Background: an optimization exercise with open tools, aiming at small area and a short achievable clock period. Do not read the settings as production practice. Power figures rest on the tool's default switching activity, not on a simulated workload.

Design ADDER_TREE, start of the top module:
module ADDER_TREE #(parameter DATA_IN_WIDTH = 8, DATA_OUT_WIDTH = 16)
  (clk, rst_n, ena, data_in1, data_in2, data_out, done, pipe);
  input clk, rst_n, ena;
  input [DATA_IN_WIDTH - 1:0] data_in1, data_in2;
  output [DATA_OUT_WIDTH:0] data_out;
  output done;
  output [6:0] pipe;
  reg        done;
  reg [6:0]  pipe;
  function [8:0] bpp;
    input [7:0] a;
    input [2:0] bits;    
    reg one, two;
    begin
      one = bits[1] ^ bits[0];
      two = (bits[2] & ~bits[1] & ~bits[0]) | (~bits[2] & bits[1] & bits[0]);
      bpp = (({9{one}} & {a[7], a}) | ({9{two}} & {a, 1'b0})) ^ {9{bits[2]}};
    end
  endfunction
  reg [7:0] a1, b1;
  always @(posedge clk)
    if (ena) begin
      a1 <= data_in1;
      b1 <= data_in2;
    end
  wire [8:0]  pp0 = bpp(a1, {b1[1:0], 1'b0});
  wire [8:0]  pp1 = bpp(a1, b1[3:1]);
  wire [11:0] s2  = {{3{pp0[8]}}, pp0} + {{1{pp1[8]}}, pp1, 1'b0, b1[1]};
  reg  [11:0] x2;
  reg  [7:0]  a2;
  reg  [7:3]  b2;
  always @(posedge clk) begin
    x2 <= s2;
    a2 <= a1;
    b2 <= b1[7:3];
  end
  wire [8:0]  pp2 = bpp(a2, b2[5:3]);
  wire [13:0] s3  = {{2{x2[11]}}, x2} + {{{1{pp2[8]}}, pp2, 1'b0, b2[3]}, 2'b0};
  reg  [13:0] x3;
  reg  [7:0]  a3;
  reg  [7:5]  b3;
  always @(posedge clk) begin
    x3 <= s3;
    a3 <= a2;
    b3 <= b2[7:5];
  end
  wire [8:0]  pp3 = bpp(a3, b3[7:5]);
  wire [15:0] s4  = {{2{x3[13]}}, x3} + {{{1{pp3[8]}}, pp3, 1'b0, b3[5]}, 4'b0};
  reg  [15:0] x4;
  reg  [7:0]  a4;
  reg         b4;
  always @(posedge clk) begin
    x4 <= s4;
    a4 <= a3;
    b4 <= b3[7];
  end
  wire [15:0] s5 = x4 + {a4 & {8{b4}}, 1'b0, b4, 6'b0};
  reg  [15:0] x5, x6, x7;
  always @(posedge clk) begin
    x5 <= s5;
    x6 <= x5;
  ...
export LEC_CHECK = 0
export ABC_CLOCK_PERIOD_IN_PS = 1500
export CAP_MARGIN = 20
export CORE_MARGIN = 2
export CORE_UTILIZATION = 40
export CTS_BUF_LIST = sky130_fd_sc_hd__clkbuf_4 sky130_fd_sc_hd__clkbuf_8
export SLEW_MARGIN = 20
create_clock -name core_clock -period 4.0 [get_ports {clk}]
standard.sh (not shown) runs the stock make flow with config.mk's settings and CLKGATE_MAP_FILE= SYNTH_SCRIPT=/design/flow/synth_recipe.tcl, a recipe that flattens the netlist after the stock synthesis.
==> flow/flow/run.sh <==
#!/bin/bash
# The standard layout (standard.sh), with plain buffers on the ports instead
# of the delay cells buffer_ports picks by default.
set -euo pipefail
export BUFFER_PORTS_ARGS="-buffer_cell sky130_fd_sc_hd__buf_2"
bash standard.sh > standard_make.log 2>&1
Change:
==> flow/run.sh (new file) <==
#!/bin/bash
# synth_recipe.tcl (not shown) runs the flow's synth.tcl, then flattens the netlist and writes it again
# the make line also repeats each setting of config.mk as NAME=value (left out here)
make -C /OpenROAD-flow-scripts/flow DESIGN_CONFIG=/design/flow/config.mk WORK_HOME=/design/flow/orfs CLKGATE_MAP_FILE= SYNTH_SCRIPT=/design/flow/synth_recipe.tcl finish
Settings changed: ABC_CLOCK_PERIOD_IN_PS 1500 to default.
removed: flow/flow/run.sh
removed: flow/standard.sh
Clock skew is about the same.
Power rises by a few percent.
Die area is unchanged.
Sequential cell count does not change.
Maximum frequency increases by a few percent.
Sequential power barely changes.
Clock-buffer cell count grows by 1.
Core utilization increases by 1.4 points.
Cell count hardly moves.
Change:
==> flow/flow/run.sh (new file) <==
#!/bin/bash
# The standard layout (standard.sh), with plain buffers on the ports instead
# of the delay cells buffer_ports picks by default.
set -euo pipefail
export BUFFER_PORTS_ARGS="-buffer_cell sky130_fd_sc_hd__buf_2"
bash standard.sh > standard_make.log 2>&1
==> flow/standard.sh (new file) <==
#!/bin/bash
# synth_recipe.tcl (not shown) runs the flow's synth.tcl, then flattens the netlist and writes it again
# the make line also repeats each setting of config.mk as NAME=value (left out here)
make -C /OpenROAD-flow-scripts/flow DESIGN_CONFIG=/design/flow/config.mk WORK_HOME=/design/flow/orfs CLKGATE_MAP_FILE= SYNTH_SCRIPT=/design/flow/synth_recipe.tcl "${@:-finish}"
Settings changed: ABC_CLOCK_PERIOD_IN_PS from default to 1500, SETUP_SLACK_MARGIN from default to 2.2.
removed: flow/run.sh
Die area stays the same.
Wire length rose by about a fifth.
Worst setup slack is better by 490 ps.
Global-route usage rose by 2.1 points.
Cell count rose by roughly a tenth.
No functional check of the RTL was part of any run of this note.

========
== job 9955 ==
The RTL this note starts from:
==> flow/design.v <==
module ADDER_TREE #(parameter DATA_IN_WIDTH = 8, DATA_OUT_WIDTH = 16)
  (clk, rst_n, ena, data_in1, data_in2, data_out, done, pipe);
  input clk, rst_n, ena;
  input [DATA_IN_WIDTH - 1:0] data_in1, data_in2;
  output [DATA_OUT_WIDTH:0] data_out;
  output done;
  output [6:0] pipe;
  reg        done;
  reg [6:0]  pipe;
  reg [7:0] a1, b1;
  always @(posedge clk)
    if (ena) begin
      a1 <= data_in1;
      b1 <= data_in2;
    end
  wire       s0 = a1[7] & b1[0];
  wire       s1 = a1[7] & b1[1];
  reg  [9:0] x2;
  reg  [7:0] a2;
  reg  [7:2] b2;
  always @(posedge clk) begin
    x2 <= {1'b0, ~s0, s0, a1[6:0] & {7{b1[0]}}}
        + {~s1, a1[6:0] & {7{b1[1]}}, 1'b0};
    a2 <= a1;
    b2 <= b1[7:2];
  end
  reg  [10:0] x3;
  reg  [7:0]  a3;
  reg  [7:3]  b3;
  always @(posedge clk) begin
    x3 <= {1'b0, x2} + {~(a2[7] & b2[2]), a2[6:0] & {7{b2[2]}}, 2'b0};
    a3 <= a2;
    b3 <= b2[7:3];
  end
  reg  [11:0] x4;
  reg  [7:0]  a4;
  reg  [7:4]  b4;
  always @(posedge clk) begin
    x4 <= {1'b0, x3} + {~(a3[7] & b3[3]), a3[6:0] & {7{b3[3]}}, 3'b0};
    a4 <= a3;
    b4 <= b3[7:4];
  end
  reg  [12:0] x5;
  reg  [7:0]  a5;
  reg  [7:5]  b5;
  always @(posedge clk) begin
    x5 <= {1'b0, x4} + {~(a4[7] & b4[4]), a4[6:0] & {7{b4[4]}}, 4'b0};
    a5 <= a4;
    b5 <= b4[7:5];
  end
  reg  [13:0] x6;
  reg  [7:0]  a6;
  reg  [7:6]  b6;
  always @(posedge clk) begin
    x6 <= {1'b0, x5} + {~(a5[7] & b5[5]), a5[6:0] & {7{b5[5]}}, 5'b0};
    a6 <= a5;
    b6 <= b5[7:6];
  end
  reg  [14:0] x7;
  reg  [7:0]  a7;
  reg         b7;
  always @(posedge clk) begin
    x7 <= {1'b0, x6} + {~(a6[7] & b6[6]), a6[6:0] & {7{b6[6]}}, 6'b0};
    a7 <= a6;
    b7 <= b6[7];
  end
  wire [15:0] x8 = ({1'b0, x7} + {~(a7[7] & b7), a7[6:0] & {7{b7}}, 7'b0})
                   ^ 16'h8000;
  reg  [15:0] p8;
  always @(posedge clk or negedge rst_n) begin
    if (!rst_n) begin
      pipe <= 7'b0;
      done <= 1'b0;
      p8   <= 16'b0;
    end else begin
      pipe <= {pipe[5:0], pipe[0] | ena};
      done <= pipe[6];
      p8   <= x8 & {16{pipe[6]}};
    end
  end
  assign data_out = {p8[15], p8};
endmodule
clock: 4.0 ns
lec_check: 0
cap_margin: 20
core_margin: 2
core_utilization: 40
setup_slack_margin: 1.9
slew_margin: 20
==> flow/flow/run.sh <==
#!/bin/bash
# The standard layout (standard.sh) with three changes to how it is made:
# plain buffers on the ports instead of the delay cells buffer_ports picks
# by default, and clock tree synthesis with larger sink clusters and without
# dummy loads.
set -euo pipefail
export BUFFER_PORTS_ARGS="-buffer_cell sky130_fd_sc_hd__buf_1"
export CTS_ARGS="-sink_clustering_enable -repair_clock_nets -dont_use_dummy_load -buf_list {sky130_fd_sc_hd__clkbuf_8}"
bash standard.sh > standard_make.log 2>&1
> inputs changed (job 9955 -> job 8950)
--- a/flow/config.mk
+++ b/flow/config.mk
@@ -9,3 +9,3 @@
 export CORE_MARGIN = 2
-export CORE_UTILIZATION = 40
+export CORE_UTILIZATION = 60
 export SETUP_SLACK_MARGIN = 1.9
==> results.txt <==
- Overall power consumption delta (job 8950 -> job 9955): insignificant
- A type of the worst min-delay path of primary input to async pin is what job 9955 shows, while register to register belongs to job 8950.
- Relative to job 9955, minimum clock period decreased by 0.055 ns in job 8950.
- There was hardly any difference in critical path required time between job 8950 and job 9955.
Input changes introduced in job 4026 (baseline for comparison: job 8950):
--- a/flow/flow/run.sh
+++ b/flow/flow/run.sh
@@ -7,3 +7,3 @@
 export BUFFER_PORTS_ARGS="-buffer_cell sky130_fd_sc_hd__buf_1"
-export CTS_ARGS="-sink_clustering_enable -repair_clock_nets -dont_use_dummy_load -buf_list {sky130_fd_sc_hd__clkbuf_8}"
+export CTS_ARGS="-sink_clustering_enable -repair_clock_nets -dont_use_dummy_load -buf_list {sky130_fd_sc_hd__clkbuf_8 sky130_fd_sc_hd__clkbuf_16} -sink_clustering_size 30 -sink_clustering_max_diameter 100"
 bash standard.sh > standard_make.log 2>&1
--- a/flow/config.mk
+++ b/flow/config.mk
@@ -9,3 +9,4 @@
 export CORE_MARGIN = 2
-export CORE_UTILIZATION = 60
+export CORE_UTILIZATION = 40
+export CTS_BUF_LIST = sky130_fd_sc_hd__clkbuf_4 sky130_fd_sc_hd__clkbuf_8
 export SETUP_SLACK_MARGIN = 1.9
==> comparison <==
Job 4026 packs its core looser than job 8950. [compare] base=job 8950 new=job 4026: final design area excluding fillers picked up an extra about 3.6%, minimum hold slack lost 0.0069 ns, number of cells on the worst reg-to-reg path neither gained nor lost much. | power | higher: job 4026 |. Summary: with job 8950 as the reference, first-iteration DRC count in job 4026 moved down by more than 10%. The clock tree cell share of total cell area in job 4026 was higher than what job 8950 gave. Sort job 4026 and job 8950 by slack of the critical path desc -> top: job 8950. Sort job 4026 and job 8950 by routed wire length, descending, and job 4026 comes first. Cmp job 4026 vs job 8950: clock tree skew after final layout higher in job 4026.
No functional check of the RTL was part of any run of this note.

-- separate check: timing with driven ports --
Ports are ideal in the flow. The routed layouts listed here were re-timed in OpenROAD. Step 1: set_driving_cell puts a clkbuf_16 on clk and a buf_2 on each other input, an assumption about the parent block. Step 2 also shifts input and output timing later by t, the mid clock arrival at the registers, as if the neighbouring blocks saw the same clock. a / b / c = ideal ports / drivers / drivers and shift; a / b = the first two.
| run | shift t [ns] | setup slack, ns | worst hold slack (ns) | worst register clock-pin slew, ns | worst data-port slew with drivers (ns) |
|---|---|---|---|---|---|
| the first run of note 1 | 0.481 | 0.867 / 0.867 / 0.867 | 0.306 / 0.292 / 0.321 | 0.09 / 0.09 | 0.04 |
| the second run of note 1 | 0.479 | 0.993 / 0.993 / 0.993 | 0.325 / 0.312 / 0.328 | 0.10 / 0.10 | 0.04 |
| the third run of note 1 | 0.481 | 1.481 / 1.481 / 1.481 | 0.312 / 0.297 / 0.325 | 0.09 / 0.09 | 0.03 |
| job 9955 | 0.481 | 1.944 / 1.944 / 1.944 | 0.310 / 0.296 / 0.312 | 0.09 / 0.09 | 0.03 |
| job 8950 | 0.466 | 1.999 / 1.987 / 1.999 | 0.320 / 0.320 / 0.320 | 0.08 / 0.08 | 0.03 |
| job 4026 | 0.458 | 1.937 / 1.937 / 1.937 | 0.313 / 0.313 / 0.313 | 0.07 / 0.07 | 0.03 |
After both steps setup and hold are still met in every run listed.
